What follows belongs to an exercise in optimizing a design on an open flow for small area and a short achievable clock period; a production flow would make more cautious choices.
Function was checked by simulation only, so behaviour that the tests miss may differ from the original.
No activity file was given, so power comes from the tool's default toggle rates.

==> 11-09: inputs <==
==> flow/design.v <==
module top(
  input logic clk, rst,
  input logic[31:0] instr,
  input logic RegWrite, MemWrite,
  output logic[31:0] prode_register_file, prode_data_memory,
  output logic r0, r1, r2, r3 , r4, r5, r6, d0, d1, d2, d3, d4, d5, d6);
  logic [31:0]       IR;
  logic [31:0][31:0] rdat, mdat;
  logic [31:0]       rval, mval, mhb;
  function automatic logic [31:0] rdword(input logic [31:0][31:0] d, input logic [31:0] v,
                                         input logic [4:0] a);
    logic [31:0] acc;
    acc = 32'b0;
    for (int k = 0; k < 32; k++)
      if (a == k) acc = acc | (v[k] ? d[k] : k);
    rdword = acc;
  endfunction
  function automatic logic [31:0] add32(input logic [31:0] a, b, input logic cin);
    logic [31:0] p, g, gg, pp, gn, pn;
    p = a ^ b;
    g = a & b;
    gg = {g[31:1], g[0] | (p[0] & cin)};
    pp = p;
    for (int s = 1; s < 32; s = s * 2) begin
      for (int i = 0; i < 32; i++)
        if (i >= s) begin
          gn[i] = gg[i] | (pp[i] & gg[i - s]);
          pn[i] = pp[i] & pp[i - s];
        end else begin
          gn[i] = gg[i];
          pn[i] = pp[i];
        end
      gg = gn;
      pp = pn;
    end
    add32 = p ^ {gg[30:0], cin};
  endfunction
  function automatic logic [16:0] addr5(input logic [2:0] op, input logic [4:0] a, b);
    logic       sub, en, c2;
    logic [4:0] bb;
    logic [2:0] lo, hi0, hi;
    logic [3:0] dlo;
    logic [7:0] dhi0, dhi;
    sub = (op == 3'd6);
    en  = (op == 3'd2) | sub;
    bb  = b ^ {5{sub}};
    lo  = {1'b0, a[1:0]} + {1'b0, bb[1:0]} + {2'b0, sub};
    c2  = lo[2];
    hi0 = a[4:2] + bb[4:2];
    hi  = hi0 + {2'b0, c2};
    for (int i = 0; i < 4; i++) dlo[i] = (lo[1:0] == i);
    for (int i = 0; i < 8; i++) dhi0[i] = (hi0 == i);
    dhi = c2 ? {dhi0[6:0], dhi0[7]} : dhi0;
    if (en) addr5 = {dhi, dlo, hi, lo[1:0]};
    else    addr5 = {8'd1, 4'd1, 5'd0};
  endfunction
  function automatic logic [16:0] addr5oh(input logic [2:0] op, input logic [4:0] a, b);
    logic       sub, en, c2;
    logic [4:0] bb;
    logic [3:0] oal, obl, lo;
    logic [4:0] obl5;
    logic [7:0] oah, obh, hi0, hi;
    sub = (op == 3'd6);
    en  = (op == 3'd2) | sub;
    bb  = b ^ {5{sub}};
    for (int i = 0; i < 4; i++) oal[i] = (a[1:0] == i);
    for (int i = 0; i < 8; i++) oah[i] = (a[4:2] == i);
    for (int i = 0; i < 4; i++) obl[i] = (bb[1:0] == i);
    for (int i = 0; i < 8; i++) obh[i] = (bb[4:2] == i);
    obl5 = sub ? {obl, 1'b0} : {1'b0, obl};
    lo = 4'b0;
    c2 = 1'b0;
    for (int i = 0; i < 4; i++)
      for (int m = 0; m < 5; m++) begin
        lo[(i + m) % 4] = lo[(i + m) % 4] | (oal[i] & obl5[m]);
        if (i + m >= 4) c2 = c2 | (oal[i] & obl5[m]);
      end
    hi0 = 8'b0;
    for (int p = 0; p < 8; p++)
      for (int q = 0; q < 8; q++)
        hi0[(p + q) % 8] = hi0[(p + q) % 8] | (oah[p] & obh[q]);
    hi = c2 ? {hi0[6:0], hi0[7]} : hi0;
    if (en) addr5oh = {hi, lo, hi[4] | hi[5] | hi[6] | hi[7], hi[2] | hi[3] | hi[6] | hi[7],
                       hi[1] | hi[3] | hi[5] | hi[7], lo[2] | lo[3], lo[1] | lo[3]};
    else    addr5oh = {8'd1, 4'd1, 5'd0};
  endfunction
  logic [4:0] rs, rt, rd, A3, addr;
  assign rs = IR[25:21];
  assign rt = IR[20:16];
  assign rd = IR[15:11];
  assign A3 = IR[31] ? rd : rt;
  logic [31:0] aa_x, bb_x;    
  logic [4:0]  fa;            
  logic [31:0] fb;
  logic        cin;
  logic [31:5] rb_hi, p_hi;   
  logic [3:0]  p_hb;          
  logic [4:0]  rb_x, p_x;
  logic        f;             
  logic [4:0]  addr_sel;      
  logic [4:0]  addr_00;       
  logic [3:0]  mlo;           
  logic [7:0]  mhi;
  logic [31:0] RD2, ALUResult, WB;
  logic [4:0]  WB5;
  assign RD2  = {rb_hi, rb_x ^ rt};
  assign addr = f ? addr_sel : addr_00;
  assign prode_register_file = {p_hi, p_x ^ A3};
  assign ALUResult = add32({aa_x[31:5], aa_x[4:0] ^ fa}, bb_x ^ fb, cin);
  logic [31:0] m_acc;
  logic        m_hit, m_hb;
  always_comb begin
    m_acc = 32'b0;
    m_hit = 1'b0;
    m_hb  = 1'b0;
    for (int k = 0; k < 32; k++)
      if (mlo[k % 4] & mhi[k / 4] & mval[k]) begin
        m_acc = m_acc | mdat[k];
        m_hit = 1'b1;
        m_hb  = m_hb | mhb[k];
      end
  end
  assign prode_data_memory = m_hit ? m_acc : {27'b0, addr};
  assign WB = IR[31] ? prode_data_memory : ALUResult;
  assign WB5 = IR[31] ? prode_data_memory[4:0] : addr;
  logic [31:0] weR, weM;
  always_comb
    for (int k = 0; k < 32; k++) begin
      weR[k] = RegWrite & (A3 == k);
      weM[k] = MemWrite & (addr == k);
    end
  always_ff @(posedge clk or negedge rst)
    if (!rst) rval <= 32'b0;
    else      rval <= rval | weR;
  always_ff @(posedge clk or negedge rst)
    if (!rst) mval <= 32'b0;
    else      mval <= mval | weM;
  always_ff @(posedge clk)
    for (int k = 0; k < 32; k++) begin
      if (weR[k]) rdat[k] <= WB;
      if (weM[k]) begin
        mdat[k] <= RD2;
        mhb[k]  <= |rb_hi;
      end
    end
  logic [4:0] rs_n, rt_n, rd_n, A3_n;
  logic [2:0] op_n;
  logic       en_n, sub_n;
  assign rs_n = instr[25:21];
  assign rt_n = instr[20:16];
  assign rd_n = instr[15:11];
  assign A3_n = instr[31] ? rd_n : rt_n;
  assign op_n = instr[29:27];
  assign sub_n = (op_n == 3'd6);
  assign en_n  = (op_n == 3'd2) | sub_n;
  logic        wr_rs, wr_rt, wr_p;
  logic [31:0] ra_n, rb_n, p_n, srcb_n, fb_n, imm_n;
  logic [4:0]  fa_n, ra5_n, rb5_n;
  logic [16:0] ad_n, ad00_n;
  assign wr_rs = RegWrite & (A3 == rs_n);
  assign wr_rt = RegWrite & (A3 == rt_n);
  assign wr_p  = RegWrite & (A3 == A3_n);
  assign ra_n  = wr_rs ? WB : rdword(rdat, rval, rs_n);
  assign rb_n  = wr_rt ? WB : rdword(rdat, rval, rt_n);
  assign p_n   = wr_p  ? WB : rdword(rdat, rval, A3_n);
  assign ra5_n = wr_rs ? WB5 : ra_n[4:0];
  assign rb5_n = wr_rt ? WB5 : rb_n[4:0];
  assign imm_n  = {{16{instr[15]}}, instr[15:0]};
  assign srcb_n = instr[30] ? imm_n : rb_n;
  assign fa_n   = en_n ? rs_n : 5'b0;
  assign fb_n   = en_n ? ((instr[30] ? imm_n : {27'b0, rt_n}) ^ {32{sub_n}}) : 32'b0;
  assign ad_n   = addr5oh(op_n, ra5_n, instr[30] ? instr[4:0] : rb5_n);
  assign ad00_n = addr5(op_n, rs_n,  instr[30] ? instr[4:0] : rt_n);
  always_ff @(posedge clk)
    if (rst) begin
      IR      <= instr;
      addr_00 <= ad00_n[4:0];
      fa      <= fa_n;
      fb      <= fb_n;
      cin     <= en_n & sub_n;
    end
  always_ff @(posedge clk) begin
    addr_sel <= ad_n[4:0];
    mlo <= ad_n[8:5];
    mhi <= ad_n[16:9];
  end
  always_ff @(posedge clk or negedge rst)
    if (!rst) begin
      aa_x  <= '0;
      bb_x  <= '0;
      rb_hi <= '0;
      p_hi  <= '0;
      rb_x  <= '0;
      p_x   <= '0;
      p_hb  <= '0;
      f     <= 1'b0;
    end else begin
      aa_x  <= (en_n ? ra_n : 32'b0) ^ {27'b0, fa_n};
      bb_x  <= (en_n ? (srcb_n ^ {32{sub_n}}) : 32'b0) ^ fb_n;
      rb_hi <= rb_n[31:5];
      p_hi  <= p_n[31:5];
      rb_x  <= rb_n[4:0] ^ rt_n;
      p_x   <= p_n[4:0] ^ A3_n;
      p_hb  <= {|p_n[31:26], |p_n[25:19], |p_n[18:12], |p_n[11:5]};
      f     <= 1'b1;
    end
  function automatic logic [6:0] seg(input logic big, input logic [4:0] v);
    logic off;
    off = big | v[4];
    seg[0] = off | ~16'hc7ed >> v[3:0];
    seg[1] = off | ~16'h379f >> v[3:0];
    seg[2] = off | ~16'h2ffb >> v[3:0];
    seg[3] = off | ~16'h796d >> v[3:0];
    seg[4] = off | ~16'hfd45 >> v[3:0];
    seg[5] = off | ~16'hcf71 >> v[3:0];
    seg[6] = off | ~16'hff7c >> v[3:0];
  endfunction
  assign {r6, r5, r4, r3, r2, r1, r0} = seg(|p_hb, prode_register_file[4:0]);
  assign {d6, d5, d4, d3, d2, d1, d0} = m_hit ? seg(m_hb, m_acc[4:0]) : seg(1'b0, addr);
endmodule
==> flow/flow/run.sh <==
#!/bin/bash
# The standard layout, with two changes:
# - the ports are buffered with buf_4 cells. Left to itself, buffer_ports picks
#   clkdlybuf4s50_1, a slow delay cell that timing repair (which keeps each
#   cell's footprint on this platform) can only swap for another delay cell;
# - clock tree synthesis clusters up to 20 flip-flops per leaf buffer and
#   inserts no dummy loads, for a smaller clock tree.
set -uo pipefail
bash standard.sh synth > synth.log 2>&1 || { tail -40 synth.log; exit 1; }
bash standard.sh "BUFFER_PORTS_ARGS=-buffer_cell sky130_fd_sc_hd__buf_4" \
  "CTS_ARGS=-sink_clustering_enable -repair_clock_nets -sink_clustering_size 20 -sink_clustering_max_diameter 80 -dont_use_dummy_load" \
  finish > layout.log 2>&1 || { tail -40 layout.log; exit 1; }
==> flow/standard.sh <==
#!/bin/bash
# synth_recipe.tcl (not shown) runs the flow's synth.tcl, then flattens the netlist and writes it again
# the make line also repeats each setting of config.mk as NAME=value (left out here)
make -C /OpenROAD-flow-scripts/flow DESIGN_CONFIG=/design/flow/config.mk WORK_HOME=/design/flow/orfs CLKGATE_MAP_FILE= SYNTH_SCRIPT=/design/flow/synth_recipe.tcl "${@:-finish}"
==> flow/config.mk <==
export PLATFORM = sky130hd
export DESIGN_NAME = top
export DESIGN_NICKNAME = top
export VERILOG_FILES = /design/flow/design.v
export SDC_FILE = /design/flow/constraint.sdc
export NUM_CORES = 4
export LEC_CHECK = 0
export CAP_MARGIN = 20
export CORE_MARGIN = 2
export CORE_UTILIZATION = 30
export GPL_ROUTABILITY_DRIVEN = 1
export GPL_TIMING_DRIVEN = 1
export PLACE_DENSITY = 0.4
export SETUP_SLACK_MARGIN = 5
export SLEW_MARGIN = 20
export TNS_END_PERCENT = 0
==> flow/constraint.sdc <==
create_clock -name core_clock -period 11.0 [get_ports {clk}]
set_input_delay 2.2000 -clock core_clock [delete_from_list [all_inputs] [get_ports {clk}]]
set_output_delay 2.2000 -clock core_clock [all_outputs]
set_load 0.01 [all_outputs]
==> 12-01 (differences from 11-09) <==
==> flow/run.sh (new file) <==
#!/bin/bash
# synth_recipe.tcl (not shown) runs the flow's synth.tcl, then flattens the netlist and writes it again
# the make line also repeats each setting of config.mk as NAME=value (left out here)
make -C /OpenROAD-flow-scripts/flow DESIGN_CONFIG=/design/flow/config.mk WORK_HOME=/design/flow/orfs CLKGATE_MAP_FILE= SYNTH_SCRIPT=/design/flow/synth_recipe.tcl finish
CAP_MARGIN = 30   (was 20)
CORE_UTILIZATION = 35   (was 30)
CTS_CLUSTER_DIAMETER = 80   (was unset)
CTS_CLUSTER_SIZE = 20   (was unset)
PLACE_DENSITY = 0.45   (was 0.4)
SLEW_MARGIN = 30   (was 20)
removed: flow/flow/run.sh
removed: flow/standard.sh
==> notes <==
11-09 completed, yet does not pass: max-capacitance violations, max-slew violations. 12-01 produced a clean layout.
In 11-09 the first-iteration DRC count is smaller than in 12-01, by 8.5%.
In sequential power, 12-01 and 11-09 hardly differ.
Clock power: 11-09 is smaller than 12-01 (12%).
Cell count: 11-09 is higher than 12-01 (about 4%).
Total power: 12-01 is larger than 11-09 (about 3.7%).
Cell area: 11-09 is lower than 12-01 (about 1.8%).
Against 11-09, the sequential share of layout area of 12-01 is lower by 1.1 points.
Of 12-01 and 11-09, 11-09 has the higher worst setup slack (gap 5.9 ps).
In 11-09 the critical path depth is higher than in 12-01, by 4.
==> figures <==
item                                                   12-01                                            11-09
Core Rows                                                198                                              214
Routed Wire Length                                 688000 um                                        704000 um
N_taps                                                  3900                                             4536
GR Util All Layers                                     0.446                                            0.394
Status                              timing/DRC/antenna clean                       complete, but fails checks
Reasons for failing layout checks                          -  max-capacitance violations, max-slew violations
Initial antenna violation count                           80                                               81
Crit-path max FO                                          17                                               32
Clk pwr                                            0.00682 W                                        0.00599 W
Clock skew                                           63.4 ps                                          96.0 ps
Wire length on met2                                293000 um                                        309000 um
Comb pwr share                                         0.275                                            0.281
Overall die height                                    546 um                                           589 um
Count of fill cells added during filler insertion      27.6k                                            33.6k
Post-DP HPWL                                       393000 um                                        415000 um
GPL Wtd Cong                                            1.03                                             1.02
Total chip power                                    0.0253 W                                         0.0244 W
Max-Cap Viols                                              0                                                1
Achievable frequency                               0.156 GHz                                        0.156 GHz
Reg clk slew, reported paths                           90 ps                                            70 ps

[port drivers added, routing unchanged]
The results above use ideal ports. As a check the final layouts listed here were re-extracted and re-timed, cells and wires unchanged. Step 1 assumes that a clkbuf_16 drives the clock port and a buf_2 every other input. Step 2 moves the port delays by t, midway between the first and last clock arrival at a register: inputs arrive t later, outputs are due t later. That takes back most of the time a late clock gives input paths. Three values: no drivers, after step 1, after step 2; two values: the first two.
| run | t, ns | setup slack, ns | worst data-port slew with drivers (ns) |
|---|---|---|---|
| 11-09 | 1.036 | 4.603 / 4.654 / 3.618 | 0.17 |
| 12-01 | 1.035 | 4.597 / 4.685 / 3.650 | 0.06 |
For 11-09, which loses most, drivers alone change the setup slack by +0.051 ns; drivers and shift together by -0.985 ns.
